Source: an optimization exercise on an open RTL-to-GDS flow (aim: a short achievable clock period and few clock cycles per item). Production flows keep margins and buffers that such runs may drop.
The RTL was checked by simulation tests, not by an equivalence proof against the original design.
Power and IR drop assume default switching activity.

`flow/flow/abc_fast.script`:
```
strash
dch -f
map -D 10
buffer -c
topo
stime -c
upsize -c
dnsize -c
```
`flow/config.mk`:
```
export PLATFORM = sky130hd
export DESIGN_NAME = top_RISCV
export DESIGN_NICKNAME = top_RISCV
export VERILOG_FILES = /design/flow/design.v
export SDC_FILE = /design/flow/constraint.sdc
export NUM_CORES = 8
export LEC_CHECK = 0
export CAP_MARGIN = 20
export CORE_MARGIN = 2
export CORE_UTILIZATION = 40
export SETUP_SLACK_MARGIN = 5
export SLEW_MARGIN = 20
```
`flow/flow/abc_dont_use.txt`:
```
sky130_fd_sc_hd__a2111o_1
sky130_fd_sc_hd__a2111o_2
sky130_fd_sc_hd__a2111o_4
sky130_fd_sc_hd__a2111oi_0
sky130_fd_sc_hd__a2111oi_1
sky130_fd_sc_hd__a2111oi_2
sky130_fd_sc_hd__a2111oi_4
sky130_fd_sc_hd__a211o_1
sky130_fd_sc_hd__a211oi_1
sky130_fd_sc_hd__a21bo_1
sky130_fd_sc_hd__a21boi_0
sky130_fd_sc_hd__a21boi_1
sky130_fd_sc_hd__a21o_1
sky130_fd_sc_hd__a21oi_1
sky130_fd_sc_hd__a221o_1
sky130_fd_sc_hd__a221oi_1
sky130_fd_sc_hd__a222oi_1
sky130_fd_sc_hd__a22o_1
sky130_fd_sc_hd__a22oi_1
sky130_fd_sc_hd__a2bb2o_1
sky130_fd_sc_hd__a2bb2oi_1
sky130_fd_sc_hd__a311o_1
sky130_fd_sc_hd__a311oi_1
sky130_fd_sc_hd__a31o_1
sky130_fd_sc_hd__a31oi_1
sky130_fd_sc_hd__a32o_1
sky130_fd_sc_hd__a32oi_1
sky130_fd_sc_hd__a41o_1
sky130_fd_sc_hd__a41o_2
sky130_fd_sc_hd__a41o_4
sky130_fd_sc_hd__a41oi_1
sky130_fd_sc_hd__a41oi_2
sky130_fd_sc_hd__a41oi_4
sky130_fd_sc_hd__and2_0
sky130_fd_sc_hd__and2_1
sky130_fd_sc_hd__and2b_1
sky130_fd_sc_hd__and3_1
sky130_fd_sc_hd__and3b_1
sky130_fd_sc_hd__and4_1
sky130_fd_sc_hd__and4b_1
sky130_fd_sc_hd__and4bb_1
sky130_fd_sc_hd__fa_1
sky130_fd_sc_hd__fah_1
sky130_fd_sc_hd__fahcin_1
sky130_fd_sc_hd__fahcon_1
sky130_fd_sc_hd__ha_1
sky130_fd_sc_hd__inv_1
sky130_fd_sc_hd__maj3_1
sky130_fd_sc_hd__mux2_1
sky130_fd_sc_hd__mux2i_1
sky130_fd_sc_hd__mux4_1
sky130_fd_sc_hd__nand2_1
sky130_fd_sc_hd__nand2b_1
sky130_fd_sc_hd__nand3_1
sky130_fd_sc_hd__nand3b_1
sky130_fd_sc_hd__nand4_1
sky130_fd_sc_hd__nand4b_1
sky130_fd_sc_hd__nand4bb_1
sky130_fd_sc_hd__nor2_1
sky130_fd_sc_hd__nor2b_1
sky130_fd_sc_hd__nor3_1
sky130_fd_sc_hd__nor3b_1
sky130_fd_sc_hd__nor4_1
sky130_fd_sc_hd__nor4_2
sky130_fd_sc_hd__nor4_4
sky130_fd_sc_hd__nor4b_1
sky130_fd_sc_hd__nor4b_2
sky130_fd_sc_hd__nor4b_4
sky130_fd_sc_hd__nor4bb_1
sky130_fd_sc_hd__nor4bb_2
sky130_fd_sc_hd__nor4bb_4
sky130_fd_sc_hd__o2111a_1
sky130_fd_sc_hd__o2111a_2
sky130_fd_sc_hd__o2111a_4
sky130_fd_sc_hd__o2111ai_1
sky130_fd_sc_hd__o2111ai_2
sky130_fd_sc_hd__o2111ai_4
sky130_fd_sc_hd__o211a_1
sky130_fd_sc_hd__o211ai_1
sky130_fd_sc_hd__o21a_1
sky130_fd_sc_hd__o21ai_0
sky130_fd_sc_hd__o21ai_1
sky130_fd_sc_hd__o21ba_1
sky130_fd_sc_hd__o21bai_1
sky130_fd_sc_hd__o221a_1
sky130_fd_sc_hd__o221ai_1
sky130_fd_sc_hd__o22a_1
sky130_fd_sc_hd__o22ai_1
sky130_fd_sc_hd__o2bb2a_1
sky130_fd_sc_hd__o2bb2ai_1
sky130_fd_sc_hd__o311a_1
sky130_fd_sc_hd__o311ai_0
sky130_fd_sc_hd__o311ai_1
sky130_fd_sc_hd__o31a_1
sky130_fd_sc_hd__o31ai_1
sky130_fd_sc_hd__o32a_1
sky130_fd_sc_hd__o32ai_1
sky130_fd_sc_hd__o41a_1
sky130_fd_sc_hd__o41a_2
sky130_fd_sc_hd__o41a_4
sky130_fd_sc_hd__o41ai_1
sky130_fd_sc_hd__o41ai_2
sky130_fd_sc_hd__o41ai_4
sky130_fd_sc_hd__or2_0
sky130_fd_sc_hd__or2_1
sky130_fd_sc_hd__or2b_1
sky130_fd_sc_hd__or3_1
sky130_fd_sc_hd__or3b_1
sky130_fd_sc_hd__or4_1
sky130_fd_sc_hd__or4_2
sky130_fd_sc_hd__or4_4
sky130_fd_sc_hd__or4b_1
sky130_fd_sc_hd__or4b_2
sky130_fd_sc_hd__or4b_4
sky130_fd_sc_hd__or4bb_1
sky130_fd_sc_hd__or4bb_2
sky130_fd_sc_hd__or4bb_4
sky130_fd_sc_hd__sdlclkp_1
sky130_fd_sc_hd__xnor2_1
sky130_fd_sc_hd__xnor3_1
sky130_fd_sc_hd__xor2_1
sky130_fd_sc_hd__xor3_1
```
`flow/flow/run.sh`:
```
#!/bin/bash
# Layout flow: the standard ORFS flow (standard.sh) with these changes:
#  - synthesis maps the logic with abc using flow/abc_fast.script, which maps
#    every path for delay (the standard script recovers area on paths abc
#    thinks are short, which is most of the paths from the input ports),
#    without the slow 4-high-stack gates and the weakest (_0, _1) sizes
#    listed in flow/abc_dont_use.txt;
#  - no full/half adder cells (ADDER_MAP_FILE empty): the adders, written as
#    prefix adders in the RTL, go to abc as plain logic;
#  - repair_timing aims at a tighter setup margin than the 5 ns that the
#    settings list allows, so it keeps working down to a ~3.5 ns period;
#  - the port buffers are buf_4 cells (buffer_ports otherwise picks a
#    clock-delay buffer, which repair may only swap for other delay cells).
# Registers, constraints, floorplan, CTS and routing are standard.sh's.
# make's full output goes to flow_make.log here; ORFS keeps each step's log
# under orfs/logs/.
set -euo pipefail
WD=$(pwd)
MARGIN=${FLOW_SETUP_MARGIN:-6.8}
sed "s|@WD@|$WD|g" flow/synth_wrap.tcl > flow_synth.tcl
grep -q 'SYNTH_SCRIPT=[^ ]*synth_recipe.tcl' standard.sh
grep -q '"${@:-finish}"' standard.sh
sed -e "s|SYNTH_SCRIPT=[^ ]*synth_recipe.tcl|SYNTH_SCRIPT=$WD/flow_synth.tcl|" \
    -e "s|\"\${@:-finish}\"|SETUP_SLACK_MARGIN=${MARGIN} ADDER_MAP_FILE= BUFFER_PORTS_ARGS=\"-buffer_cell sky130_fd_sc_hd__buf_4\" \"\${@:-finish}\"|" \
    standard.sh > flow_standard.sh
grep -q "SETUP_SLACK_MARGIN=${MARGIN} ADDER_MAP_FILE=" flow_standard.sh
grep -q "SYNTH_SCRIPT=$WD/flow_synth.tcl" flow_standard.sh
bash flow_standard.sh "$@" > flow_make.log 2>&1
```
`flow/design.v`:
```
module adder #(parameter N = 32) (
    input  wire [N-1:0] a,
    input  wire [N-1:0] b,
    input  wire         ci,
    output wire [N-1:0] s
);
localparam L = (N > 32) ? 6 : (N > 16) ? 5 : (N > 8) ? 4 : (N > 4) ? 3 : (N > 2) ? 2 : 1;
wire [N-1:0] p = a ^ b;
wire [N-1:0] g = {a[N-1:1] & b[N-1:1], (a[0] & b[0]) | (p[0] & ci)};
genvar k;
generate
    for (k = 0; k < L; k = k + 1) begin : g_lvl
        wire [N-1:0] gi, pi, go, po;
        if (k == 0) begin : g_first
            assign gi = g;
            assign pi = p;
        end else begin : g_next
            assign gi = g_lvl[k-1].go;
            assign pi = g_lvl[k-1].po;
        end
        assign go = gi | (pi & {gi[N-1-(1<<k):0], {(1<<k){1'b0}}});
        assign po = pi & {pi[N-1-(1<<k):0], {(1<<k){1'b0}}};
    end
endgenerate
wire [N-1:0] c = {g_lvl[L-1].go[N-2:0], ci};
assign s = p ^ c;
endmodule
module rfread (
    input  wire [4:0]       sel,
    input  wire [31*32-1:0] regs,
    output wire [31:0]      q
);
wire [32*32-1:0] all = {regs, 32'd0};
assign q = all[sel*32 +: 32];
endmodule
module eqcmp #(parameter N = 32) (
    input  wire [N-1:0] a,
    input  wire [N-1:0] b,
    output wire         eq
);
assign eq = ~|(a ^ b);
endmodule
module addz #(parameter N = 32) (
    input  wire [N-1:0] a,
    input  wire [N-1:0] b,
    output wire         z
);
assign z = ~|((a ^ b) ^ {a[N-2:0] | b[N-2:0], 1'b0});
endmodule
module aluz (
    input  wire [31:0] a,
    input  wire [31:0] b,
    input  wire        sub,
    input  wire        andop,
    input  wire        orop,
    output wire        z
);
wire za, ze;
addz  #(32) u_za (.a(a), .b(b), .z(za));
eqcmp #(32) u_ze (.a(a), .b(b), .eq(ze));
assign z = sub ? ze : andop ? ~|(a & b) : orop ? ~|(a | b) : za;
endmodule
module idxchk (
    input  wire [9:0] a,
    input  wire [9:0] b,
    input  wire [7:0] k,
    output wire       ok
);
wire [9:2] r  = a[9:2] ^ b[9:2] ^ k;
wire       c2 = (a[1] & b[1]) | ((a[1] ^ b[1]) & a[0] & b[0]);
wire [9:3] rk = ~(r[9:3] ^ ((a[8:2] & b[8:2]) | ((a[8:2] | b[8:2]) & r[8:2])));
assign ok = (r[2] == c2) & (&rk);
endmodule
module top_RISCV #(
    parameter n = 10,
    parameter m = 32
)(
    input wire clk,
    input wire rst,
    output wire [n-1:0] addr,
    output wire [m-1:0] write_data,
    output wire memwr,
    input wire [31:0] read_data,
    output wire [31:0] PC,
    input wire [31:0] instr
);
localparam [6:0] OP_R = 7'b0110011, OP_I = 7'b0010011, OP_L = 7'b0000011,
                 OP_S = 7'b0100011, OP_B = 7'b1100011, OP_J = 7'b1101111,
                 OP_JR = 7'b1100111;
reg  [7:0]  fidx;            
reg  [7:0]  pc_o;            
reg  [31:0] pc_xn;           
reg         v_e;
reg  [31:0] a_e, b_e, sd_e, imm_e;
reg         fa_e, fb_e, fs_e;        
reg         wa_e, wb_e, ws_e;        
reg         q_ab, q_mb, q_wb, q_am, q_aw, q_mw, q_same;   
reg  [4:0]  rd_e;
reg         nbf_e;                   
reg         wen_e, sub_e, and_e, or_e, br_e, bne_e, jal_e, jalr_e, lw_e, sw_e, link_e, alu_e, add_e;
reg  [31:0] npc;             
reg  [31:0] res_m;
reg  [4:0]  rd_m;
reg         wen_m, ld_m;
reg  [31:0] wb_w;            
reg  [9:0]  addr_r;
reg  [31:0] wdata_r;
reg         memwr_r;
reg  [7:0]  ras;             
reg  [31:0] rf [1:31];
assign PC         = {~pc_xn[31:10], pc_o, ~pc_xn[1:0]};
assign addr       = addr_r;
assign write_data = wdata_r;
assign memwr      = memwr_r;
wire [31:0] mval = ld_m ? read_data : res_m;
wire [31:0] A  = fa_e ? res_m : wa_e ? wb_w : a_e;
wire [31:0] B  = fb_e ? res_m : wb_e ? wb_w : b_e;
wire [31:0] SD = fs_e ? mval  : ws_e ? wb_w : sd_e;
wire [31:0] sum, tgt;
wire [29:0] link_hi;
adder #(32) u_sum  (.a(A), .b(sub_e ? ~B : B), .ci(sub_e), .s(sum));
adder #(32) u_tgt  (.a(npc), .b(imm_e), .ci(1'b0), .s(tgt));
adder #(30) u_link (.a(npc[31:2]), .b(30'd0), .ci(1'b1), .s(link_hi));
wire [31:0] link = {link_hi, npc[1:0]};
wire [31:0] alu = and_e ? (A & B) : or_e ? (A | B) : sum;
wire [31:0] res_e = link_e ? link : alu;
wire eq_ab, eq_mb, eq_wb, eq_am, eq_aw, eq_mw;
eqcmp #(32) u_eqab (.a(a_e),   .b(b_e),   .eq(eq_ab));
eqcmp #(32) u_eqmb (.a(res_m), .b(b_e),   .eq(eq_mb));
eqcmp #(32) u_eqwb (.a(wb_w),  .b(b_e),   .eq(eq_wb));
eqcmp #(32) u_eqam (.a(a_e),   .b(res_m), .eq(eq_am));
eqcmp #(32) u_eqaw (.a(a_e),   .b(wb_w),  .eq(eq_aw));
eqcmp #(32) u_eqmw (.a(res_m), .b(wb_w),  .eq(eq_mw));
wire eq = (q_ab & eq_ab) | (q_mb & eq_mb) | (q_wb & eq_wb) |
          (q_am & eq_am) | (q_aw & eq_aw) | (q_mw & eq_mw) | q_same;
wire tk = jal_e | (br_e & ((q_ab & (eq_ab ^ bne_e)) | (q_mb & (eq_mb ^ bne_e)) |
                           (q_wb & (eq_wb ^ bne_e)) | (q_am & (eq_am ^ bne_e)) |
                           (q_aw & (eq_aw ^ bne_e)) | (q_mw & (eq_mw ^ bne_e)) |
                           (q_same & ~bne_e)));
wire taken = br_e & (eq ^ bne_e);
wire okT, okN, okR;
idxchk u_okt (.a(npc[9:0]), .b(imm_e[9:0]), .k(fidx), .ok(okT));
eqcmp #(8) u_okn (.a(link[9:2]), .b(fidx), .eq(okN));
wire okR_a, okR_m, okR_w;
idxchk u_okra (.a(a_e[9:0]),   .b(b_e[9:0]), .k(fidx), .ok(okR_a));
idxchk u_okrm (.a(res_m[9:0]), .b(b_e[9:0]), .k(fidx), .ok(okR_m));
idxchk u_okrw (.a(wb_w[9:0]),  .b(b_e[9:0]), .k(fidx), .ok(okR_w));
assign okR = fa_e ? okR_m : wa_e ? okR_w : okR_a;
wire misT = ~okT;
wire misN = ~okN;
wire misR = ~okR;
wire mT = v_e & ~jalr_e & misT;
wire mN = v_e & ~jalr_e & misN;
wire mR = v_e &  jalr_e & misR;
wire e_mis = mR | (tk ? mT : mN);
wire [31:0] e_next = jalr_e ? {sum[31:1], 1'b0} : tk ? tgt : link;
wire [9:0] jp_a, jp_m, jp_w;
adder #(10) u_jpa (.a(a_e[9:0]),   .b(b_e[9:0]), .ci(1'b0), .s(jp_a));
adder #(10) u_jpm (.a(res_m[9:0]), .b(b_e[9:0]), .ci(1'b0), .s(jp_m));
adder #(10) u_jpw (.a(wb_w[9:0]),  .b(b_e[9:0]), .ci(1'b0), .s(jp_w));
wire [7:0]  jt_idx = fa_e ? jp_m[9:2] : wa_e ? jp_w[9:2] : jp_a[9:2];
wire [7:0]  e_idx  = jalr_e ? jt_idx : tk ? tgt[9:2] : link[9:2];
wire z_a, z_m, z_w;
aluz u_za (.a(a_e),   .b(b_e), .sub(sub_e), .andop(and_e), .orop(or_e), .z(z_a));
aluz u_zm (.a(res_m), .b(b_e), .sub(sub_e), .andop(and_e), .orop(or_e), .z(z_m));
aluz u_zw (.a(wb_w),  .b(b_e), .sub(sub_e), .andop(and_e), .orop(or_e), .z(z_w));
wire ezero = fa_e ? z_m : wa_e ? z_w : z_a;
wire [6:0] op  = instr[6:0];
wire [2:0] f3  = instr[14:12];
wire [4:0] rs1 = instr[19:15];
wire [4:0] rs2 = instr[24:20];
wire [4:0] rd  = instr[11:7];
wire is_r    =  op[5] &  op[4];
wire is_i    = ~op[5] &  op[4];
wire is_lw   = ~op[5] & ~op[4];
wire is_sw   = ~op[6] &  op[5] & ~op[4];
wire is_br   =  op[6] & ~op[2];
wire is_jal  =  op[3];
wire is_jalr =  op[2] & ~op[3];
wire wen_d    = (is_r | is_i | is_lw | is_jal | is_jalr) & (rd != 5'd0);
wire useimm_d = is_i | is_lw | is_sw | is_jalr;
wire use2_d   = is_r | is_br;
wire [31:0] imm_i = {{20{instr[31]}}, instr[31:20]};
wire [31:0] imm_s = {{20{instr[31]}}, instr[31:25], instr[11:7]};
wire [31:0] imm_b = {{20{instr[31]}}, instr[7], instr[30:25], instr[11:8], 1'b0};
wire [31:0] imm_j = {{12{instr[31]}}, instr[19:12], instr[20], instr[30:21], 1'b0};
wire [31*32-1:0] rfv;
wire [31:0] rf1, rf2;
rfread u_rf1 (.sel(rs1), .regs(rfv), .q(rf1));
rfread u_rf2 (.sel(rs2), .regs(rfv), .q(rf2));
wire e1 = v_e & wen_e & (rd_e == rs1);
wire e2 = v_e & wen_e & (rd_e == rs2);
wire m1 = wen_m & (rd_m == rs1);
wire m2 = wen_m & (rd_m == rs2);
wire stall = lw_e & ((e1 & ~is_jal) | (e2 & use2_d));
wire [7:0] seq   = fidx + 8'd1;
wire       h_d   = f3[0] ^ (rs1 == rs2);
wire       e_alu = v_e & alu_e & wen_e & nbf_e;
wire       br_ex = e_alu & (rs2 == 5'd0) & (rd_e == rs1);
wire       br_pt = br_ex ? (ezero ^ f3[0]) : h_d;
wire [9:0] jr_a, jr_mm, jr_w, jr_e;
adder #(10) u_jra (.a(jp_a), .b(imm_i[9:0]), .ci(1'b0), .s(jr_a));
adder #(10) u_jrx (.a(jp_m), .b(imm_i[9:0]), .ci(1'b0), .s(jr_mm));
adder #(10) u_jrw (.a(jp_w), .b(imm_i[9:0]), .ci(1'b0), .s(jr_w));
assign jr_e = fa_e ? jr_mm : wa_e ? jr_w : jr_a;
wire [7:0] jal_t, br_t;
adder #(8) u_jal (.a(fidx), .b(imm_j[9:2]), .ci(1'b0), .s(jal_t));
adder #(8) u_br  (.a(fidx), .b(imm_b[9:2]), .ci(1'b0), .s(br_t));
wire j_e   = e1 & e_alu & add_e;
wire j_r   = ~j_e & (rs1 == 5'd1);
wire s_jal = is_jal;
wire s_br  = is_br & br_pt;
wire s_jre = is_jalr & j_e;
wire s_ras = is_jalr & j_r;
wire s_seq = ~(s_jal | s_br | s_jre | s_ras);
wire [7:0] g_idx    = ({8{s_jal}} & jal_t)     | ({8{s_br}}  & br_t) |
                      ({8{s_jre}} & jr_e[9:2]) | ({8{s_ras}} & ras)  |
                      ({8{s_seq}} & seq);
wire [7:0] idx_next = e_mis ? e_idx : stall ? fidx : g_idx;
always @(posedge clk or posedge rst) begin
    if (rst)
        fidx <= 8'd0;
    else
        fidx <= idx_next;
end
always @(posedge clk) begin
    if (rst)
        pc_o <= 8'd0;
    else
        pc_o <= idx_next;
end
always @(posedge clk or posedge rst) begin
    if (rst)
        pc_xn <= 32'hffffffff;
    else if (v_e)
        pc_xn <= ~e_next;
end
always @(posedge clk or posedge rst) begin
    if (rst)
        v_e <= 1'b0;
    else
        v_e <= ~e_mis & ~stall;
end
always @(posedge clk) begin
    q_ab   <= ~e1 & ~m1 & ~(~useimm_d & (e2 | m2));
    q_mb   <=  e1 & ~(~useimm_d & (e2 | m2));
    q_wb   <= ~e1 &  m1 & ~(~useimm_d & (e2 | m2));
    q_am   <= ~e1 & ~m1 & ~useimm_d & e2;
    q_aw   <= ~e1 & ~m1 & ~useimm_d & ~e2 & m2;
    q_mw   <= (e1 & ~useimm_d & ~e2 & m2) | (~e1 & m1 & ~useimm_d & e2);
    q_same <= (e1 & ~useimm_d & e2) | (~e1 & m1 & ~useimm_d & ~e2 & m2);
    a_e    <= rf1;
    fa_e   <= e1;
    wa_e   <= ~e1 & m1;
    b_e    <= useimm_d ? (is_sw ? imm_s : imm_i) : rf2;
    fb_e   <= ~useimm_d & e2;
    nbf_e  <= useimm_d | (~e2 & ~m2);
    wb_e   <= ~useimm_d & ~e2 & m2;
    sd_e   <= rf2;
    fs_e   <= e2;
    ws_e   <= ~e2 & m2;
    imm_e  <= is_jal ? imm_j : imm_b;
    rd_e   <= rd;
    wen_e  <= wen_d;
    sub_e  <= is_r & (f3 == 3'b000) & instr[30];
    and_e  <= (is_r | is_i) & (f3 == 3'b111);
    or_e   <= (is_r | is_i) & (f3 == 3'b110);
    add_e  <= ~(is_r & instr[30]) & (f3 == 3'b000);
    br_e   <= is_br;
    bne_e  <= f3[0];
    jal_e  <= is_jal;
    jalr_e <= is_jalr;
    lw_e   <= is_lw;
    sw_e   <= is_sw;
    link_e <= is_jal | is_jalr;
    alu_e  <= is_r | is_i;
end
always @(posedge clk or posedge rst) begin
    if (rst) begin
        npc     <= 32'd0;
        wen_m   <= 1'b0;
        memwr_r <= 1'b0;
    end else begin
        if (v_e)
            npc <= e_next;
        wen_m   <= v_e & wen_e;
        memwr_r <= v_e & sw_e;
    end
end
always @(posedge clk) begin
    res_m   <= res_e;
    rd_m    <= rd_e;
    ld_m    <= lw_e;
    addr_r  <= sum[9:0];
    wdata_r <= SD;
    wb_w    <= mval;
end
always @(posedge clk or posedge rst) begin
    if (rst)
        ras <= 8'd0;
    else if (v_e & link_e & (rd_e == 5'd1))
        ras <= link[9:2];
end
genvar gi;
generate
    for (gi = 1; gi < 32; gi = gi + 1) begin : g_rf
        always @(posedge clk or posedge rst) begin
            if (rst)
                rf[gi] <= 32'd0;
            else if (wen_m && rd_m == gi)
                rf[gi] <= mval;
        end
        assign rfv[(gi-1)*32 +: 32] = rf[gi];
    end
endgenerate
endmodule
```
`flow/constraint.sdc`:
```
create_clock -name core_clock -period 10.0 [get_ports {clk}]
set_input_delay 2.0000 -clock core_clock [delete_from_list [all_inputs] [get_ports {clk}]]
set_output_delay 2.0000 -clock core_clock [all_outputs]
set_load 0.01 [all_outputs]
```
`flow/standard.sh`:
```
#!/bin/bash
# synth_recipe.tcl (not shown) runs the flow's synth.tcl, then flattens the netlist and writes it again
# the make line also repeats each setting of config.mk as NAME=value (left out here)
make -C /OpenROAD-flow-scripts/flow DESIGN_CONFIG=/design/flow/config.mk WORK_HOME=/design/flow/orfs CLKGATE_MAP_FILE= SYNTH_SCRIPT=/design/flow/synth_recipe.tcl "${@:-finish}"
```
`flow/flow/synth_wrap.tcl`:
```
# Synthesis wrapper: synth_recipe.tcl (the standard synthesis) with its abc
# call given flow/abc_fast.script and the cells in flow/abc_dont_use.txt
# kept out of the mapping. @WD@ is replaced by the work folder.
proc abc {args} {
  set i [lsearch -exact $args -script]
  if {$i >= 0} { lset args [expr {$i + 1}] @WD@/flow/abc_fast.script }
  set f [open @WD@/flow/abc_dont_use.txt]
  foreach c [split [string trim [read $f]]] {
    if {$c ne ""} { lappend args -dont_use $c }
  }
  close $f
  yosys abc {*}$args
}
source @WD@/synth_recipe.tcl
```
==> impl.org <==
** Status
- The run finished with no timing, DRC or antenna violations.

** Yosys
- Yosys attributes the largest share of cell area to sky130_fd_sc_hd__dfrtp_1, sky130_fd_sc_hd__mux2_2, sky130_fd_sc_hd__nand2_2.
- Library cells used by synthesis :: 93
- Per-instance average area after synthesis :: roughly 11 µm²
- Main flop type after synthesis :: sky130_fd_sc_hd__dfrtp_1
- Mapped Area :: 100000 µm²
- After synthesis the netlist holds a flip-flop and latch count of roughly 1300.
- For this run, the number of Yosys warnings is 2.
- sky130_fd_sc_hd__mux2_2 is the most common cell in the netlist.
- Cell types with the highest counts after synthesis :: sky130_fd_sc_hd__mux2_2, sky130_fd_sc_hd__dfrtp_1, sky130_fd_sc_hd__nand2_2
- For this run, the register share of the synthesized area comes to 0.320.
- Summed over all instances, the cell type with the most area after synthesis is sky130_fd_sc_hd__dfrtp_1.
- Synthesis handed over a netlist of 9080 instances.
- The number of nets handed over by synthesis was just over 9000.
- For this run, asynchronously set or reset flops after synthesis account for 0.799.
- Portion of synthesized cell area occupied by the leading cell type :: 0.260
- Counting flops with a built-in enable in the synthesized netlist gives 0.

** STA
- Final-layout setup total negative slack :: 0 ns
- Worst slew margin :: 0.196
- Setup violations remaining at the end of the flow were counted as 0.
- Clock period minus worst slack :: 3.67 ns
- Between clock sinks in the finished design, the worst skew comes to ~0.073 ns.
- The number of endpoints with negative hold slack in the final report is 0.
- Top achievable clock speed :: approximately 270 MHz
- Worst-case hold slack :: 0.414 ns
- Setup repair after global routing could not meet its margin everywhere.
- The number of max-slew violations in the final report is 0.
- Portion of the clock cycle consumed by the worst path in the final layout :: 0.367
- Transition time of the tightest slew-check pin :: 1.21 ns

** Setup path
- Cell with the biggest individual delay on the critical path :: sky130_fd_sc_hd__a311o_2
- STA classifies the critical path endpoint as a register.
- The worst setup path is launched from a primary input.
- The worst setup path is of the in -> reg kind.
- Cell-by-cell trace of the critical path :: buf_16 -> buf_12 -> buf_12 -> clkinv_16 -> or2_4 -> o211a_4 -> o211a_4 -> nand3_4 -> inv_4 -> a22o_4 -> nand2_8 -> clkinv_8 -> a311o_2 -> a21oi_2 -> nand2_2 -> o21bai_4 -> a21oi_2
- In this design, the stage delay of the slowest critical-path cell is roughly 0.36 ns.
- Data required time of the worst path :: 10.70 ns
- Along the worst path, the maximum fanout reaches 7.
- Data arrival time at the worst-slack endpoint :: 4.36 ns
- The worst register-to-register path has a setup slack of between 6 and 7 ns.
- R2R depth :: 18

** Clock tree
- The clock reaches the later pin of the worst-skew pair after 0.89 ns.
- After clock tree synthesis, the clock-pin slew on the worst setup and hold paths is 0.06 ns.
- TritonCTS built the clock tree.
- The longest clock path from root to sink contains 3 buffers.
- In this run, CTS created clock tree buffers numbering 160.
- After clock tree synthesis, the flow added hold-fix buffers numbering 0.
- The clock net in this run drives a total of 1335 sinks.
- Cell chosen for the clock root :: sky130_fd_sc_hd__clkbuf_16
- H-tree Lvls :: 4

** Placement
- Cell Area, Placed :: roughly 100000 µm²
- Once detailed placement completed, the half-perimeter wirelength came to roughly 260000 µm.
- At the end of routability-driven placement, the weighted congestion stood at 0.996.
- Number of buffers inserted by port buffering :: 138

** Power
- Power comes to about 0.033 W.
- The analysis attributes to cell leakage a power of 51.7 nW.
- Dividing total power by cell area gives a power density of ~270 nW/µm².
- Worst ir drop on vdd :: 204 µV

** GRT
- Overall global routing resource usage :: 0.344
- The number of antenna violations at the first check in global routing was 45.
- The first global-routing pass estimated 632000 µm of wire.
- Entering global routing, the biggest net connects approximately 140 pins.
- The total overflow left after global routing is 0.
- Vias in the first global route :: 80900

** Detailed routing
- Number of design rule violations left after detail routing :: 0
- Drt first pass iters :: 5
- Dividing the detail-routed wire length by the instance count gives 35.9 µm.
- Post-DR vias/cell :: 6.44
- For this block, the initial DRC count from the detailed router was 8951.
- In this run the top signal layer used is met5.
- WL final :: 459000 µm
- Routed length on met2 :: 191000 µm
- Routed metal-1 wire length :: 185000 µm
- Total number of vias :: 82300
- Remaining number of nets flagged by the antenna check after routing :: 0
- In the detailed route, the total length drawn on met3 is 50100 µm.

** Final layout
- Relative to the synthesized area, the layout overhead comes to 21.9%.
- Net count, final :: 9342
- In the final layout, the share of cells above drive strength 1 is 0.865.
- Area of all placed cells without fillers :: around 120000 µm²
- At the end of the flow the core is filled with cells to 0.491.
- After filler insertion, the fill cell instance count of the layout stands at 22000.

** Die
- Number of top-level pins :: 141
- The die covers 255000 µm².
- Measured along the x axis, the die boundary spans 505 µm.
- Chip Height :: 505 µm
- Row cnt :: roughly 180
- The initial utilization of the core area, before any placement, comes to 0.403.
- The core region is 249000 µm².

** Min path
- The worst hold path passes through 0 cells.
- Class of the tightest hold or removal check :: reg -> reg

** Flow run
- Max-cap violations in this run came to 0.
-- routing by layer --
layer,vias up,GRT usage
li1,33600,-
met1,42300,0.455
met2,4930,0.503
met3,1432,0.0943
met4,24,0.198
met5,-,0
-- metrics by stage --
| step | instances | setup WS [ns] |
|---|---|---|
| 2_1_floorplan | 9080 | 4.83 |
| 3_3_place_gp | 11900 | 3.78 |
| 3_5_place_dp | 11900 | 3.81 |
| 4_1_cts | 12600 | 6.34 |
| 5_1_grt | 12800 | 6.29 |
| 6_report | 12800 | 6.33 |
-- worst paths after layout --
kind / startpoint / endpoint
worst min register to register: rd_e[3]$_DFF_P_ / rd_m[3]$_DFF_P_
worst min-delay path: rd_e[3]$_DFF_P_ / rd_m[3]$_DFF_P_
max in group asynchronous: rst / rf[23][17]$_DFFE_PP0P_
worst max-delay path: instr[20] / pc_o[5]$_SDFF_PP0_
worst max register to register: b_e[4]$_DFF_P_ / pc_o[3]$_SDFF_PP0_
min in group asynchronous: rst / npc[6]$_DFFE_PP0P_
-- registers in the layout, summed over array words and instances (netlist names), 10 cells and up --
signal and flops:
imm_e 20, res_m 32, wdata_r 32, a_e 32, sd_e 32, pc_xn 24
npc 32, addr_r 10, rf 992, wb_w 32, b_e 32
-- logic make-up (layout without fill, tap and decap cells) --
logic type | count (synthesis) | count (layout) | share of synthesized area
AOI/OAI and AO/OA | 1806 | 1806 | 0.183
buffers and inverters | 1156 | 1488 | 0.0479
and+or+nand+nor | 2503 | 2505 | 0.185
muxes | 2157 | 2157 | 0.242
other | 0 | 27 | 0
DFF | 1335 | 1335 | 0.320
xor gates and xnor gates | 120 | 120 | 0.0213
adders and majority gates | 3 | 3 | 0.000337
-- report_power, final --
group | switching [W] | total, W | internal, W
registers | 0.00251 | 0.0103 | 0.00780
logic | 0.00846 | 0.0163 | 0.00783
clock network | 0.00268 | 0.00647 | 0.00380
-- critical path, delay by kind of cell --
| family | cells | cell delay, ns |
|---|---|---|
| compound gates | 7 | 1.26 |
| buf+inv | 6 | 0.60 |
| simple gates | 4 | 0.48 |
-- placed cells by master (no fill, tap or decap), types with 63 or more instances in the layout --
master	instances
sky130_fd_sc_hd__mux2_2	2053
sky130_fd_sc_hd__dfrtp_1	1037
sky130_fd_sc_hd__nand2_2	876
sky130_fd_sc_hd__nor2_2	420
sky130_fd_sc_hd__buf_4	373
sky130_fd_sc_hd__o21a_2	298
sky130_fd_sc_hd__or2_2	293
sky130_fd_sc_hd__a221o_2	292
sky130_fd_sc_hd__nand3_2	218
sky130_fd_sc_hd__inv_2	202
sky130_fd_sc_hd__clkbuf_16	183
sky130_fd_sc_hd__o21ai_2	161
sky130_fd_sc_hd__buf_16	134
sky130_fd_sc_hd__o211a_2	126
sky130_fd_sc_hd__buf_6	123
sky130_fd_sc_hd__a21oi_2	113
sky130_fd_sc_hd__nand4_2	112
sky130_fd_sc_hd__clkinv_1	111
sky130_fd_sc_hd__a31o_2	102
sky130_fd_sc_hd__buf_12	100
sky130_fd_sc_hd__mux2_4	98
sky130_fd_sc_hd__dfxtp_2	97
sky130_fd_sc_hd__a21o_2	92
sky130_fd_sc_hd__and4_2	91
sky130_fd_sc_hd__dfxtp_1	87
sky130_fd_sc_hd__dfxtp_4	84
sky130_fd_sc_hd__and2_2	83
sky130_fd_sc_hd__nor2_4	78
sky130_fd_sc_hd__xor2_2	63
-- cell type report --
cell class / instances / area (µm²) / share of cell area
tap: 3330 / 4170 / 0.0341
timing repair inverter: 9 / 111 / 0.000911
clock inverter: 72 / 1190 / 0.00976
antenna: 27 / 67.6 / 0.000553
clock buffer: 228 / 4610 / 0.0377
timing repair buffer: 803 / 11600 / 0.0952
inverter: 376 / 1790 / 0.0146
sequential: 1335 / 32500 / 0.266
multi-input combinational: 6591 / 66200 / 0.541
-- repair_timing --
item | 4_1_cts | 5_1_grt
pin swaps | 117 | 174
endpoints found under the setup margin | 785 | 889
setup buffers | 276 | 124
cloned | 128 | 21
resized for setup | 991 | 289
Testbench counts, summed over its fixed seeds: cycles 22,016, instrs 21,298.

## port drivers added, routing unchanged
How much do the figures lean on ideal ports? The routed layout below was timed once more, with nothing changed but the port constraints.
Step 1 sets driving cells, clkbuf_16 on the clock port and buf_2 on the other inputs (assumed; they add their load-dependent delay and slew).
Step 2, shift: input delay + t, output delay - t, t = (earliest + latest rising clock arrival at the registers) / 2. This alone moves slack from input paths to output paths.
Slacks: ideal / step 1 / step 2; pairs: ideal / step 1.
t (ns): 0.953
setup WS [ns]: 6.332 / 6.158 / 5.206
latest minus earliest clock arrival (ns): 0.079 / 0.079
After both steps setup and hold are still met in this run. For this run, drivers alone change the setup slack by -0.174 ns; drivers and shift together by -1.126 ns.
